Background: an optimization exercise with open tools, aiming at small area. Do not read the settings as production practice. Only simulation tests tie the RTL to the original design; equivalence was not proved.

== build 55 ==
## Posit_mult_N32_ES6_PIPE6
module Posit_mult_N32_ES6_PIPE6(clk, in1, in2, start, out, inf, zero, done);
For scale: roughly 2800 cells after synthesis, roughly 110 flip-flops, ~100 I/O pins, roughly 24000 µm² of cells after synthesis.
==> flow/config.mk <==
export PLATFORM = sky130hd
export DESIGN_NAME = Posit_mult_N32_ES6_PIPE6
export DESIGN_NICKNAME = Posit_mult_N32_ES6_PIPE6
export VERILOG_FILES = /design/flow/design.v
export SDC_FILE = /design/flow/constraint.sdc
export NUM_CORES = 4
export LEC_CHECK = 0
export CAP_MARGIN = 20
export CELL_PAD_IN_SITES_DETAIL_PLACEMENT = 1
export CELL_PAD_IN_SITES_GLOBAL_PLACEMENT = 1
export CORE_MARGIN = 2
export CORE_UTILIZATION = 40
export SLEW_MARGIN = 20
export SYNTH_HIERARCHICAL = 1
export SYNTH_MINIMUM_KEEP_SIZE = 0
==> flow/constraint.sdc <==
create_clock -name core_clock -period 9.0 [get_ports {clk}]
set_input_delay 1.8000 -clock core_clock [delete_from_list [all_inputs] [get_ports {clk}]]
set_output_delay 1.8000 -clock core_clock [all_outputs]
set_load 0.01 [all_outputs]
standard.sh (not shown) runs the stock make flow with config.mk's settings and CLKGATE_MAP_FILE= SYNTH_SCRIPT=/design/flow/synth_recipe.tcl, a recipe that flattens the netlist after the stock synthesis.
==> flow/flow/run.sh <==
#!/bin/bash
# The standard layout (the standard.sh: ORFS synthesis through finish),
# with the port buffers that global placement inserts made from the smallest
# buffer cell instead of the resizer's default choice.
set -euo pipefail
export BUFFER_PORTS_ARGS="-buffer_cell sky130_fd_sc_hd__buf_1"
bash standard.sh > standard.log 2>&1
The inputs of build 66 differ from those of build 55 as listed below.
- CELL_PAD_IN_SITES_GLOBAL_PLACEMENT: 1 -> unset
- CORE_UTILIZATION: 40 -> 50
==> comparison <==
Sort build 55 and build 66 by total wirelength of the detailed-routed design asc -> top: build 66
Fmax was lower in build 66 than in build 55.
Relative to build 55, build 66 degrades worst slack on hold paths.
Setup changes, build 66 to build 33
- CELL_PAD_IN_SITES_DETAIL_PLACEMENT: 1 -> unset
- CORE_UTILIZATION: 50 -> 45
==> flow/flow/run.sh <==
#!/bin/bash
# The standard layout (the standard.sh: ORFS synthesis through finish)
# with two changes to how the layout is made:
#  - the port buffers that global placement inserts use the smallest buffer
#    cell instead of the resizer's default choice;
#  - after the standard synthesis, the layout steps may not use the larger
#    buffer cells, so repair_design buffers high-fanout nets with buf_1/buf_2.
set -euo pipefail
export BUFFER_PORTS_ARGS="-buffer_cell sky130_fd_sc_hd__buf_1"
bash standard.sh synth > standard_synth.log 2>&1
export DONT_USE_CELLS="sky130_fd_sc_hd__buf_4 sky130_fd_sc_hd__buf_6 sky130_fd_sc_hd__buf_8 sky130_fd_sc_hd__buf_12 sky130_fd_sc_hd__buf_16"
bash standard.sh > standard.log 2>&1
Build 33 did not stop at any stage, and its layout met the timing, DRC and antenna checks. Per the comparison of build 33 with build 66, simple logic cell fraction of the synthesized area held, total vias in the final route decreased by 1011 relative to the old numbers, final clock period utilization by the worst path up 2.4 points, final worst hold slack moved down.
Changes in build 58 relative to build 33:
==> flow/flow/run.sh <==
#!/bin/bash
# The standard layout (the standard.sh: ORFS synthesis through finish),
# with the port buffers that global placement inserts made from the smallest
# buffer cell instead of the resizer's default choice.
set -euo pipefail
export BUFFER_PORTS_ARGS="-buffer_cell sky130_fd_sc_hd__buf_1"
bash standard.sh > standard.log 2>&1
==> run notes <==
In terms of overall fraction of global-route tracks in use, build 33 and build 58 differ only marginally.
Number of gates given a new drive strength after cts came out exactly the same in build 33 and build 58.
From build 58 to build 33, total of clock buffers placed in the layout did not move at all.
Any difference in number of register bits inferred by synthesis between build 33 and build 58 is small enough to ignore.
Re post-route clock period utilization: no difference whatsoever between build 33 and build 58.

* * *

run 1:
Posit_mult_N32_ES6_PIPE6, a different RTL version from the one above (not shown whole).
For scale: roughly 2,700 cells after synthesis, about 110 flip-flops, roughly 100 I/O pins, roughly 26,000 µm² of cells after synthesis.
## Posit_mult_N32_ES6_PIPE6
module Posit_mult_N32_ES6_PIPE6(clk, in1, in2, start, out, inf, zero, done);
Settings: LEC_CHECK=0, CAP_MARGIN=20, CORE_MARGIN=2, CORE_UTILIZATION=40, CTS_BUF_LIST=sky130_fd_sc_hd__clkbuf_8, SLEW_MARGIN=20, SYNTH_HIERARCHICAL=1, SYNTH_MINIMUM_KEEP_SIZE=0; clock period 9.0 ns.
==> flow/flow/run.sh <==
#!/bin/bash
# The standard layout (the standard.sh: ORFS synthesis through finish),
# with the port buffers that global placement inserts made from the smallest
# buffer cell instead of the resizer's default choice.
set -euo pipefail
export BUFFER_PORTS_ARGS="-buffer_cell sky130_fd_sc_hd__buf_1"
bash standard.sh > standard.log 2>&1
Run 1 did not stop at any stage, and its layout met the timing, DRC and antenna checks.
Edits applied to the flow inputs when going from run 1 to run 2:
Settings: GPL_TIMING_DRIVEN now 0, previously not set.
==> flow/flow/run.sh <==
#!/bin/bash
set -euo pipefail
export BUFFER_PORTS_ARGS="-buffer_cell sky130_fd_sc_hd__buf_1"
export REMOVE_ABC_BUFFERS=1
bash standard.sh > standard.log 2>&1
--- outcome ---
Routed length on met2 went down by a few percent going from run 1 to run 2. Taking run 1 as the reference, in run 2 relative area of non-clock buffer cells in the final design now larger; delay of the slowest cell on the worst path now larger. Critical path startpoint = fb1n[1]$_DFF_P_: run 2; critical path startpoint = in2[14]: run 1.

* * *

main:
Another version of the RTL of Posit_mult_N32_ES6_PIPE6 (not shown whole).
For scale: roughly 2700 cells after synthesis, ~110 flip-flops, ~100 I/O pins, about 25000 sq um of cells after synthesis.
clock: 9.0 ns
lec_check: 0
cap_margin: 20
core_margin: 2
core_utilization: 40
cts_buf_list: sky130_fd_sc_hd__clkbuf_8
slew_margin: 20
synth_hierarchical: 1
synth_minimum_keep_size: 0
==> flow/flow/run.sh <==
#!/bin/bash
# The standard layout (the standard.sh: ORFS synthesis through finish),
# with the port buffers that global placement inserts made from the smallest
# buffer cell instead of the resizer's default choice.
set -euo pipefail
export BUFFER_PORTS_ARGS="-buffer_cell sky130_fd_sc_hd__buf_1"
bash standard.sh > standard.log 2>&1
Edits applied to the flow inputs when going from main to the feature branch:
Settings: a deleted CTS_BUF_LIST that had been sky130_fd_sc_hd__clkbuf_8; an added PLACE_DENSITY of 0.7; a change of CORE_UTILIZATION from 40 to 60.
==> run notes <==
- When the final numbers for main and the feature branch were put side by side, the number of buffer and inverter instances along the worst setup path turned out to be greater in main.
- The feature branch: fmax 2.5% below main
- Between main and the feature branch, the number of endpoints failing setup at the final stage does not differ in any meaningful way.
- Worst-skew pair later-pin latency ends up higher on main.
- The feature branch vs main, uppermost signal routing layer after detailed routing: met5 vs met4

* * *

## P
Posit_mult_N32_ES6_PIPE6, a different RTL version from the one above (not shown whole).
For scale: roughly 27000 um2 of cells after synthesis.
==> flow/design.v (excerpt) <==
module Posit_mult_N32_ES6_PIPE6(clk, in1, in2, start, out, inf, zero, done);
Settings: LEC_CHECK=0, CAP_MARGIN=20, CORE_MARGIN=2, CORE_UTILIZATION=40, CTS_BUF_LIST=sky130_fd_sc_hd__clkbuf_8, GPL_TIMING_DRIVEN=0, SLEW_MARGIN=20, SYNTH_HIERARCHICAL=1, SYNTH_MINIMUM_KEEP_SIZE=0; clock period 9.0 ns.
==> flow/flow/run.sh <==
#!/bin/bash
set -euo pipefail
export BUFFER_PORTS_ARGS="-buffer_cell sky130_fd_sc_hd__buf_1"
export REMOVE_ABC_BUFFERS=1
bash standard.sh > standard.log 2>&1
Modified inputs, Q compared to P
==> flow/flow/run.sh <==
#!/bin/bash
# The standard layout (the standard.sh: ORFS synthesis through finish),
# with the port buffers that global placement inserts made from the smallest
# buffer cell instead of the resizer's default choice.
set -euo pipefail
export BUFFER_PORTS_ARGS="-buffer_cell sky130_fd_sc_hd__buf_1"
bash standard.sh > standard.log 2>&1
diff --git a/flow/config.mk b/flow/config.mk
--- a/flow/config.mk
+++ b/flow/config.mk
@@ -11,3 +11,2 @@
 export CTS_BUF_LIST = sky130_fd_sc_hd__clkbuf_8
-export GPL_TIMING_DRIVEN = 0
 export SLEW_MARGIN = 20
## What came out
- From P to Q the numbers moved as follows: area occupied by multi-input gates decreased 0.79%; routed wire length increased about 0.9%.

* * *

Setup of wip/cedar:
Posit_mult_N32_ES6_PIPE6, a different RTL version from the one above (not shown whole).
Size in the first run: about 2700 cells after synthesis, roughly 100 I/O pins.
clock: 9.0 ns
lec_check: 0
cap_margin: 20
core_margin: 2
core_utilization: 40
cts_buf_list: sky130_fd_sc_hd__clkbuf_8
slew_margin: 20
synth_hierarchical: 1
synth_minimum_keep_size: 0
run.sh (not shown) runs the stock make flow with config.mk's settings and CLKGATE_MAP_FILE= SYNTH_SCRIPT=/design/flow/synth_recipe.tcl, a recipe that flattens the netlist after the stock synthesis.
Stock flow here: none of the scripts above is used.
wip/cedar reached the end of the flow, and the finished layout is clean on the timing, DRC and antenna checks.
## Diff of input files: wip/fjord against wip/cedar
==> flow/flow/run.sh (new file) <==
#!/bin/bash
# The standard layout (the standard.sh: ORFS synthesis through finish),
# with the port buffers that global placement inserts made from the smallest
# buffer cell instead of the resizer's default choice.
set -euo pipefail
export BUFFER_PORTS_ARGS="-buffer_cell sky130_fd_sc_hd__buf_1"
bash standard.sh > standard.log 2>&1
==> flow/standard.sh (new file) <==
#!/bin/bash
# synth_recipe.tcl (not shown) runs the flow's synth.tcl, then flattens the netlist and writes it again
# the make line also repeats each setting of config.mk as NAME=value (left out here)
make -C /OpenROAD-flow-scripts/flow DESIGN_CONFIG=/design/flow/config.mk WORK_HOME=/design/flow/orfs CLKGATE_MAP_FILE= SYNTH_SCRIPT=/design/flow/synth_recipe.tcl "${@:-finish}"
removed: flow/run.sh
Notes after the runs:
- Any difference in detailed-route wire length between wip/cedar and wip/fjord is small enough to ignore.
- The number of standard cells in the final layout excluding fillers of wip/cedar and that of wip/fjord are within noise of each other.
- Diff wip/cedar and wip/fjord: final worst setup slack higher in wip/fjord
- wip/fjord contains fewer vias than wip/cedar.
The following lists how wip/garnet was set up differently from wip/fjord:
==> flow/run.sh (new file) <==
#!/bin/bash
# synth_recipe.tcl (not shown) runs the flow's synth.tcl, then flattens the netlist and writes it again
# the make line also repeats each setting of config.mk as NAME=value (left out here)
make -C /OpenROAD-flow-scripts/flow DESIGN_CONFIG=/design/flow/config.mk WORK_HOME=/design/flow/orfs CLKGATE_MAP_FILE= SYNTH_SCRIPT=/design/flow/synth_recipe.tcl finish
-- flow/config.mk --
<<< wip/fjord, line 8
export CAP_MARGIN = 20
>>> wip/garnet, line 8
export CAP_MARGIN = 0
<<< wip/fjord, line 12
export SLEW_MARGIN = 20
>>> wip/garnet, line 12
export SLEW_MARGIN = 0
removed: flow/flow/run.sh
removed: flow/standard.sh
Findings:
wip/garnet: done, clean on timing, DRC and antenna
Non-clock buffer count went up by a few percent going from wip/fjord to wip/garnet.
For total detailed-routing wirelength, wip/fjord and wip/garnet come out practically identical.
Summary of wip/garnet over wip/fjord: worst slew slack as a fraction of its limit rose 0.88 points, worst setup slack fell 0.31 ns, largest incremental delay on the critical path rose 0.12 ns.
Met3 usage: wip/fjord vs wip/garnet, no meaningful difference
Taking wip/fjord as the reference, in wip/garnet final total negative setup slack level, post-detailed-route count of antenna-violating nets level.
Changes in wip/ember relative to wip/garnet:
==> flow/flow/run.sh (new file) <==
#!/bin/bash
set -euo pipefail
export BUFFER_PORTS_ARGS="-buffer_cell sky130_fd_sc_hd__buf_1"
export REMOVE_ABC_BUFFERS=1
bash standard.sh > standard.log 2>&1
==> flow/standard.sh (new file) <==
#!/bin/bash
# synth_recipe.tcl (not shown) runs the flow's synth.tcl, then flattens the netlist and writes it again
# the make line also repeats each setting of config.mk as NAME=value (left out here)
make -C /OpenROAD-flow-scripts/flow DESIGN_CONFIG=/design/flow/config.mk WORK_HOME=/design/flow/orfs CLKGATE_MAP_FILE= SYNTH_SCRIPT=/design/flow/synth_recipe.tcl "${@:-finish}"
-- flow/config.mk --
<<< wip/garnet, line 8
export CAP_MARGIN = 0
>>> wip/ember, line 8
export CAP_MARGIN = 20
<<< wip/garnet, line 11
export CTS_BUF_LIST = sky130_fd_sc_hd__clkbuf_8
export SLEW_MARGIN = 0
>>> wip/ember, line 11
export GPL_TIMING_DRIVEN = 0
export SLEW_MARGIN = 20
removed: flow/run.sh
--- outcome ---
Diff wip/garnet..wip/ember | mean area per synthesized cell | negligible. Compared with wip/garnet, in wip/ember count of placed standard cells including taps lower; achievable clock frequency lower; count of cells along the worst register-to-register path higher; number of gates resized after CTS higher; worst setup slack for register-to-register paths lower. The master of the slowest instance on the critical path comes out dfxtp_1 in one run and mux2_2 in the other, namely in wip/ember and wip/garnet respectively. From wip/garnet to wip/ember the numbers moved as follows: relative area change from synthesis to final layout shows a reduction of 2.5 points.
### wip/ember -> wip/indigo
-- flow/config.mk --
<<< wip/ember, line 11
>>> wip/indigo, line 11
export CTS_BUF_LIST = sky130_fd_sc_hd__clkbuf_8
- Compared with wip/ember, wip/indigo shows a higher minimum clock period after layout.
- Multi-input gate area in the final layout: wip/indigo vs wip/ember, no meaningful difference
- In terms of total length of routed wires, wip/ember and wip/indigo differ only marginally.
- Of the two values seen for cell with the largest stage delay on the worst path, dfxtp_1 was produced by wip/ember and mux2_2 by wip/indigo.
- Changes observed in wip/indigo relative to wip/ember: slew at the pin with the worst max-slew slack climbed 0.011 ns; worst slack at placement closely matched the old numbers.
- wip/indigo and wip/ember ended up with roughly the same count of vias placed by the detailed router.
- The post-route clock period utilization of wip/indigo is higher than that of wip/ember.
- Number of gates given a new drive strength after cts in wip/indigo vs wip/ember: down 1

-- what the ideal ports hide --
The flow's constraints put no driver on any port. The routed layouts listed below were extracted and timed again, unchanged, in two steps. Step 1: set_driving_cell puts a clkbuf_16 on clk and a buf_2 on each other input, an assumption about the parent block. Step 2, shift: input delay + t, output delay - t, t = (earliest + latest rising clock arrival at the registers) / 2. This alone moves slack from input paths to output paths. Slacks: ideal ports / drivers / drivers and shift; pairs: ideal ports / drivers.
| run | t, ns | setup WS [ns] | hold WS [ns] | slew at the worst register clock pin (ns) | cell pins on the clock port's net |
|---|---|---|---|---|---|
| build 55 | 0.452 | 1.010 / 1.035 / 0.589 | 0.339 / 0.339 / 0.339 | 0.10 / 0.10 | 1 |
| build 66 | 0.453 | 0.859 / 0.859 / 0.760 | 0.334 / 0.334 / 0.334 | 0.10 / 0.10 | 1 |
| build 33 | 0.432 | 0.646 / 0.646 / 0.646 | 0.331 / 0.331 / 0.331 | 0.08 / 0.08 | 1 |
| build 58 | 0.432 | 0.646 / 0.646 / 0.646 | 0.331 / 0.331 / 0.331 | 0.08 / 0.08 | 1 |
| run 1 | 0.485 | 0.925 / 0.951 / 0.466 | 0.334 / 0.334 / 0.334 | 0.11 / 0.11 | 1 |
| run 2 | 0.479 | 0.438 / 0.438 / 0.262 | 0.340 / 0.340 / 0.340 | 0.13 / 0.13 | 1 |
| main | 0.480 | 0.885 / 0.885 / 0.598 | 0.337 / 0.337 / 0.337 | 0.11 / 0.11 | 1 |
| the feature branch | 0.451 | 0.675 / 0.675 / 0.479 | 0.334 / 0.334 / 0.334 | 0.10 / 0.10 | 1 |
| P | 0.480 | 0.332 / 0.368 / -0.112 | 0.335 / 0.335 / 0.335 | 0.12 / 0.12 | 1 |
| Q | 0.480 | 0.950 / 0.947 / 0.467 | 0.331 / 0.331 / 0.331 | 0.12 / 0.12 | 1 |
| wip/cedar | 0.442 | 0.572 / 0.595 / 0.153 | 0.339 / 0.339 / 0.339 | 0.11 / 0.11 | 1 |
| wip/fjord | 0.438 | 0.879 / 0.902 / 0.465 | 0.336 / 0.336 / 0.336 | 0.13 / 0.13 | 1 |
| wip/garnet | 0.442 | 0.572 / 0.595 / 0.153 | 0.339 / 0.339 / 0.339 | 0.11 / 0.11 | 1 |
| wip/ember | 0.418 | 0.503 / 0.503 / 0.188 | 0.329 / 0.329 / 0.329 | 0.08 / 0.08 | 1 |
| wip/indigo | 0.452 | 0.468 / 0.487 / 0.035 | 0.337 / 0.337 / 0.337 | 0.12 / 0.12 | 1 |
Met with ideal ports but missed after step 2: setup timing in P. The setup slack of Q, which loses most, moves by -0.003 ns with the drivers and by -0.483 ns with both steps.
